Background: an optimization exercise with open tools, aiming at small area. Do not read the settings as production practice.
The RTL was checked by simulation tests, not by an equivalence proof against the original design.
No driver is modelled on the clock port, so clock power and skew are understated where the tree is cut down; a real chip needs a root buffer or a tree.
No activity file was given, so power comes from the tool's default toggle rates.

// KFSDRAM
module KFSDRAM (
    input   logic               sdram_clock,
    input   logic               sdram_reset,
    input   logic   [24:0]      address,
    input   logic   [9:0]       access_num,
    input   logic   [15:0]      data_in,
    output  logic   [15:0]      data_out,
    input   logic               write_request,
    input   logic               read_request,
    output  logic               write_flag,
    output  logic               read_flag,
    output  logic               idle,
    output  logic   [12:0]      sdram_address,
    output  logic               sdram_cke,
    output  logic               sdram_cs,
    output  logic               sdram_ras,
    output  logic               sdram_cas,
    output  logic               sdram_we,
    output  logic   [1:0]       sdram_ba,
    input   logic   [15:0]      sdram_dq_in,
    output  logic   [15:0]      sdram_dq_out,
    output  logic               sdram_dq_io
);
For scale: roughly 240 cells after synthesis, roughly 56 flip-flops, ~2500 um^2 of cells after synthesis.
clock: 10.0 ns
lec_check: 0
cap_margin: 20
core_margin: 2
core_utilization: 40
slew_margin: 20
standard.sh (not shown) runs the stock make flow with config.mk's settings and CLKGATE_MAP_FILE= SYNTH_SCRIPT=/design/flow/synth_recipe.tcl, a recipe that flattens the netlist after the stock synthesis.
==> flow/flow/run.sh <==
#!/bin/bash
# The standard layout (standard.sh, ORFS steps unchanged) with these changes:
#  - synthesis: the standard flow's synthesis script (flow/synth_wrap.tcl sources it), but ABC maps the
#    combinational logic with flow/abc.script (area-oriented) instead of ORFS's speed script;
#  - every I/O port still gets its own buffer, but the smallest buffer cell (buf_1);
#  - clock tree: flow/cts_hook.tcl (sourced by ORFS as PRE_CTS_TCL) replaces TritonCTS with
#    one leaf buffer per group of at most CTS_GROUP nearby flip-flops, each sized for the
#    clock slew, driven by the clock port (through a root buffer if more than 4 groups).
# All tool output goes to flow_make.log here (ORFS keeps per-step logs under orfs/logs).
set -euo pipefail
W="$(pwd)"
orig=$(grep -o 'SYNTH_SCRIPT=[^ ]*' standard.sh | head -1 | cut -d= -f2)
export FLOW_SYNTH_SCRIPT="$orig"
export MY_ABC_SCRIPT="$W/flow/abc.script"
sed "s|SYNTH_SCRIPT=[^ ]*|SYNTH_SCRIPT=$W/flow/synth_wrap.tcl|" standard.sh > my_standard.sh
export BUFFER_PORTS_ARGS="-buffer_cell sky130_fd_sc_hd__buf_1"
export PRE_CTS_TCL="$W/flow/cts_hook.tcl"
export CTS_GROUP=14
bash my_standard.sh > flow_make.log 2>&1
==> flow/flow/abc.script <==
&get -n
&st
&dch -f
&nf -a -R 2000
&put
Other scripts of this flow, unchanged in this note and not shown: flow/flow/cts_hook.tcl, flow/flow/synth_wrap.tcl
Next try:
==> flow/flow/run.sh (replaced) <==
#!/bin/bash
# The standard layout (standard.sh, ORFS steps unchanged) with these changes:
#  - synthesis: the standard flow's synthesis script, but ABC maps with flow/abc.script (area);
#  - every I/O port still gets its own buffer, but the smallest buffer cell (buf_1);
#  - clock tree: flow/cts_hook.tcl (sourced by ORFS as PRE_CTS_TCL) builds a balanced
#    tree (port -> [one root buffer if more than 4 groups] -> one buffer, sized for slew,
#    per group of at most
#    CTS_GROUP nearby flip-flops) in place of TritonCTS.
# All tool output goes to flow_make.log here (ORFS keeps per-step logs under orfs/logs).
set -euo pipefail
W="$(pwd)"
orig=$(grep -o 'SYNTH_SCRIPT=[^ ]*' standard.sh | head -1 | cut -d= -f2)
export FLOW_SYNTH_SCRIPT="$orig"
export MY_ABC_SCRIPT="$W/flow/abc.script"
sed "s|SYNTH_SCRIPT=[^ ]*|SYNTH_SCRIPT=$W/flow/synth_wrap.tcl|" standard.sh > my_standard.sh
export BUFFER_PORTS_ARGS="-buffer_cell sky130_fd_sc_hd__buf_1"
export PRE_CTS_TCL="$W/flow/cts_hook.tcl"
export CTS_GROUP=14
bash my_standard.sh > flow_make.log 2>&1
==> flow/flow/abc.script (replaced) <==
strash
dch -f
amap
After rerunning: Via count came out higher by a few percent; wire length rose slightly; global-route usage went up by 0.87 points; critical path depth stays the same; clock skew falls by 0.0075 ns; combinational power is higher to 12 times its value; setup slack gains 0.051 ns; design area went up slightly; maximum frequency grows slightly; synthesized cell count grows by roughly a tenth.
Next try:
==> flow/flow/abc.script (replaced) <==
&get -n
&st
&dch -f
&nf -a
&put
The new run completed without violations.
Sequential share of layout area stays flat.
Total power shrinks by 48%.
Final cell count shrinks by 5.3%.
Next try:
==> flow/flow/abc.script (replaced) <==
&get -n
&st
&dch -f
&nf -a -R 2000
&put
After rerunning: Worst hold slack improves by 0.0057 ns; synthesized cell count stays the same; power goes down slightly.
In every run of this note, the design's own scripts or RTL, not TritonCTS, make the clock network.

========
The RTL this note starts from:
==> flow/design.v <==
module KFSDRAM (
    input   logic               sdram_clock,
    input   logic               sdram_reset,
    input   logic   [24:0]      address,
    input   logic   [9:0]       access_num,
    input   logic   [15:0]      data_in,
    output  logic   [15:0]      data_out,
    input   logic               write_request,
    input   logic               read_request,
    output  logic               write_flag,
    output  logic               read_flag,
    output  logic               idle,
    output  logic   [12:0]      sdram_address,
    output  logic               sdram_cke,
    output  logic               sdram_cs,
    output  logic               sdram_ras,
    output  logic               sdram_cas,
    output  logic               sdram_we,
    output  logic   [1:0]       sdram_ba,
    input   logic   [15:0]      sdram_dq_in,
    output  logic   [15:0]      sdram_dq_out,
    output  logic               sdram_dq_io
);
    localparam logic [3:0] P_R    = 4'b0000;
    localparam logic [3:0] P_INIT = 4'b0001;
    localparam logic [3:0] P_SEQI = 4'b0011;
    localparam logic [3:0] P_IDLE = 4'b0010;
    localparam logic [9:0] LF_CLR  = 10'b0010111100;
    localparam logic [9:0] LF_INIT = 10'b0011010110;
    logic   [3:0]   ph;
    logic   [3:0]   ph_n;
    logic   [9:0]   k;
    logic   [9:0]   kp;
    logic   [9:0]   lf;
    logic   [15:0]  dq;
    logic   pR, pINIT, pSEQI, pIDLE, pSEQF, pSEQ, pCMD, pTAIL, tw;
    logic   tail_pre, tail_end, idl, req, ones9, due, last, cbr, act, wcmd, adv;
    logic   [9:0]   col;
    assign pR    = (ph == P_R);
    assign pINIT = (ph == P_INIT);
    assign pSEQI = (ph == P_SEQI);
    assign pIDLE = (ph == P_IDLE);
    assign pSEQF = ph[3] & ~ph[1] & ~ph[0];
    assign pSEQ  = ph[3] & ~ph[1] &  ph[0];
    assign pCMD  = ph[3] &  ph[1] &  ph[0];
    assign pTAIL = ph[3] &  ph[1] & ~ph[0];
    assign tw    = ph[2];
    assign tail_pre = pTAIL & (tw ? (k[1] & ~k[0]) : (k[2] & k[0]));
    assign tail_end = pTAIL & (tw ? (k[1] &  k[0]) : (k[2] & k[1]));
    assign idl  = pIDLE | tail_end;
    assign req  = write_request | read_request | due;
    assign ones9 = &lf[8:0];
    assign due  = lf[9] & ones9;
    logic   [10:0]  ic;
    assign ic[0] = ~pINIT | due;
    for (genvar i = 0; i < 10; i++) begin : g_inc
        assign kp[i]    = k[i] ^ ic[i];
        assign ic[i+1]  = k[i] & ic[i];
    end
    assign last = (kp == access_num);
    assign cbr  = (pSEQI & ((k[3:0] == 4'd2) | (k[3:0] == 4'd7)))
                | (pSEQF & k[0] & ~k[1]);
    assign act  = pSEQ & k[0] & ~k[1] & ~k[2];
    assign wcmd = pCMD & tw;
    logic step, go, rest;
    assign step = pR | (pINIT & due & k[3] & k[2] & k[0]) | (pSEQI & k[3] & k[2])
                | (pSEQ & k[2] & k[1]) | (pCMD & last);
    assign go   = idl & req;
    assign rest = (idl & ~req) | (pSEQF & k[2]);
    assign adv  = step | idl | (pSEQF & k[2]);
    always_comb begin
        ph_n = ph;
        if (step)
            ph_n[1:0] = {ph[0], ~ph[1]};
        if (go)
            ph_n = {1'b1, write_request, 1'b0, write_request | read_request};
        if (rest)
            ph_n = P_IDLE;
    end
    always_ff @(posedge sdram_clock, posedge sdram_reset) begin
        if (sdram_reset)
            ph <= P_R;
        else
            ph <= ph_n;
    end
    always_ff @(posedge sdram_clock) begin
        k <= adv ? 10'd0 : kp;
        if (pR)
            lf <= LF_INIT;
        else if (cbr | (pINIT & due))
            lf <= LF_CLR;
        else
            lf <= {lf[8:0], ~(lf[9] ^ lf[6]) | ones9};
        dq <= data_in;
    end
    always_ff @(posedge sdram_clock, posedge sdram_reset) begin
        if (sdram_reset)
            data_out <= 16'd0;
        else
            data_out <= sdram_dq_in;
    end
    logic   [10:0]  cy;
    assign cy[0] = 1'b0;
    for (genvar i = 0; i < 10; i++) begin : g_col
        assign col[i]   = address[i] ^ k[i] ^ cy[i];
        assign cy[i+1]  = (address[i] & k[i]) | (address[i] & cy[i]) | (k[i] & cy[i]);
    end
    always_comb begin
        sdram_address = 13'd0;
        if (act)
            sdram_address = address[22:10];
        else if (pCMD)
            sdram_address[9:0] = col;
        else if (pSEQI & (k[3] & k[2]))
            sdram_address[9:0] = 10'h030;
        if ((pSEQI & (k[3:1] == 3'd0)) | tail_pre | tail_end)
            sdram_address[10] = 1'b1;
    end
    assign sdram_ba     = (act | pCMD) ? address[24:23] : 2'd0;
    assign sdram_cke    = ~pR;
    assign sdram_cs     = pR;
    assign sdram_ras    = ~((pSEQI & ((k[3:0] == 4'd0) | (k[3] & k[2]))) | cbr | act | tail_pre);
    assign sdram_cas    = ~(cbr | (pSEQI & k[3] & k[2]) | pCMD);
    assign sdram_we     = ~((pSEQI & ((k[3:0] == 4'd0) | (k[3] & k[2]))) | wcmd | tail_pre);
    assign sdram_dq_io  = ~wcmd;
    assign sdram_dq_out = dq & {16{wcmd}};
    assign idle         = idl;
    assign write_flag   = tw & ((pSEQ & k[2] & k[1]) | (pCMD & ~last));
    assign read_flag    = ~tw & ((pCMD & (|k[9:2]))
                               | (pTAIL & ~k[2] & ((|access_num[9:2])
                                                  | (k[1] & access_num[1])
                                                  | ((k[1] | access_num[1]) & k[0] & access_num[0]))));
endmodule
export LEC_CHECK = 0
export CAP_MARGIN = 20
export CORE_MARGIN = 2
export CORE_UTILIZATION = 40
export SLEW_MARGIN = 20
create_clock -name core_clock -period 10.0 [get_ports {sdram_clock}]
==> flow/flow/run.sh <==
#!/bin/bash
# The standard layout (standard.sh, ORFS steps unchanged) with these changes:
#  - synthesis: the standard flow's synthesis script, but at the ABC step inverted full adders are
#    flipped (flow/fa_flip.py) and ABC maps with flow/abc.script (area);
#  - every I/O port still gets its own buffer, but the smallest buffer cell (buf_1);
#  - clock tree: flow/cts_hook.tcl (sourced by ORFS as PRE_CTS_TCL) builds a balanced
#    tree (port -> [one root buffer if more than 4 groups] -> one buffer, sized for slew,
#    per group of at most
#    CTS_GROUP nearby flip-flops) in place of TritonCTS.
# All tool output goes to flow_make.log here (ORFS keeps per-step logs under orfs/logs).
set -euo pipefail
W="$(pwd)"
orig=$(grep -o 'SYNTH_SCRIPT=[^ ]*' standard.sh | head -1 | cut -d= -f2)
export FLOW_SYNTH_SCRIPT="$orig"
export MY_ABC_SCRIPT="$W/flow/abc.script"
export MY_FAFLIP="$W/flow/fa_flip.py"
sed "s|SYNTH_SCRIPT=[^ ]*|SYNTH_SCRIPT=$W/flow/synth_wrap.tcl|" standard.sh > my_standard.sh
export BUFFER_PORTS_ARGS="-buffer_cell sky130_fd_sc_hd__buf_1"
export PRE_CTS_TCL="$W/flow/cts_hook.tcl"
export CTS_GROUP=14
bash my_standard.sh > flow_make.log 2>&1
==> flow/flow/abc.script <==
&get -n
&st
&dch -f
&nf -a
&put
Other scripts of this flow, unchanged in this note and not shown: flow/flow/cts_hook.tcl, flow/flow/fa_flip.py, flow/flow/synth_wrap.tcl
Change:
==> flow/flow/run.sh (replaced) <==
#!/bin/bash
# The standard layout (standard.sh, ORFS steps unchanged) with these changes:
#  - synthesis: the standard flow's synthesis script (flow/synth_wrap.tcl sources it), but ABC maps the
#    combinational logic with flow/abc.script (area-oriented) instead of ORFS's speed script;
#  - every I/O port still gets its own buffer, but the smallest buffer cell (buf_1);
#  - clock tree: flow/cts_hook.tcl (sourced by ORFS as PRE_CTS_TCL) replaces TritonCTS with
#    one leaf buffer per group of at most CTS_GROUP nearby flip-flops, each sized for the
#    clock slew, driven by the clock port (through a root buffer if more than 4 groups).
# All tool output goes to flow_make.log here (ORFS keeps per-step logs under orfs/logs).
set -euo pipefail
W="$(pwd)"
orig=$(grep -o 'SYNTH_SCRIPT=[^ ]*' standard.sh | head -1 | cut -d= -f2)
export FLOW_SYNTH_SCRIPT="$orig"
export MY_ABC_SCRIPT="$W/flow/abc.script"
export MY_FAFLIP="$W/flow/fa_flip.py"
sed "s|SYNTH_SCRIPT=[^ ]*|SYNTH_SCRIPT=$W/flow/synth_wrap.tcl|" standard.sh > my_standard.sh
export BUFFER_PORTS_ARGS="-buffer_cell sky130_fd_sc_hd__buf_1"
export PRE_CTS_TCL="$W/flow/cts_hook.tcl"
export CTS_GROUP=14
bash my_standard.sh > flow_make.log 2>&1
==> flow/flow/abc.script (replaced) <==
&get -n
&st
&dch -f
&nf -a -R 2000
&put
What happened: The new run passed the timing, design-rule and antenna checks. Worst hold slack improved by 0.010 ns. Sequential share of layout area increases by 1.6 points. Power decreases by 4.0%. Final area decreases by 4.0%. Setup slack got worse by 0.030 ns. Clock power decreases by 2.9%. Routed wire length increases by 1.7%.
Change:
--- a/flow/flow/run.sh
+++ b/flow/flow/run.sh
@@ -1,6 +1,8 @@
 #!/bin/bash
 # The standard layout (standard.sh, ORFS steps unchanged) with these changes:
-#  - synthesis: the standard flow's synthesis script (flow/synth_wrap.tcl sources it), but ABC maps the
-#    combinational logic with flow/abc.script (area-oriented) instead of ORFS's speed script;
+#  - synthesis: the standard flow's synthesis script (flow/synth_wrap.tcl sources it); at ORFS's ABC step,
+#    full adders that extract_fa left with inverted inputs are flipped (flow/fa_flip.py, same
+#    function) and ABC maps the combinational logic with flow/abc.script (area-oriented)
+#    instead of ORFS's speed script;
 #  - every I/O port still gets its own buffer, but the smallest buffer cell (buf_1);
 #  - clock tree: flow/cts_hook.tcl (sourced by ORFS as PRE_CTS_TCL) replaces TritonCTS with
What happened: The new run passed the timing, design-rule and antenna checks; core utilization is unchanged; maximum frequency is unchanged; cell count does not change; area after synthesis does not change.
In every run of this note, the design's own scripts or RTL, not TritonCTS, make the clock network.

## port drivers added, routing unchanged
Ports are ideal in the flow. The routed layouts listed here were re-timed in OpenROAD.
Step 1 (the two cells are an assumption about what drives the block):
set clk [get_ports {sdram_clock}]
set_driving_cell -lib_cell sky130_fd_sc_hd__clkbuf_16 $clk
set_driving_cell -lib_cell sky130_fd_sc_hd__buf_2 [delete_from_list [all_inputs] $clk]
Step 2 also shifts input and output timing later by t, the mid clock arrival at the registers, as if the neighbouring blocks saw the same clock.
Slacks: no drivers / after step 1 / after step 2; pairs: no drivers / after step 1.
| run | shift t [ns] | setup slack, ns | pins driven straight from the clock port |
|---|---|---|---|
| the first run of note 1 | 0.199 | 2.511 / 2.486 / 2.486 | 4 |
| the second run of note 1 | 0.199 | 2.562 / 2.536 / 2.536 | 4 |
| the third run of note 1 | 0.198 | 2.512 / 2.488 / 2.488 | 4 |
| the fourth run of note 1 | 0.199 | 2.511 / 2.486 / 2.486 | 4 |
| the first run of note 2 | 0.200 | 2.043 / 2.023 / 2.023 | 4 |
| the second run of note 2 | 0.202 | 2.013 / 1.993 / 1.993 | 4 |
| the third run of note 2 | 0.202 | 2.013 / 1.993 / 1.993 | 4 |
After both steps setup and hold are still met in every run listed. For the second run of note 1, which loses most, drivers alone change the setup slack by -0.026 ns; drivers and shift together by -0.026 ns.
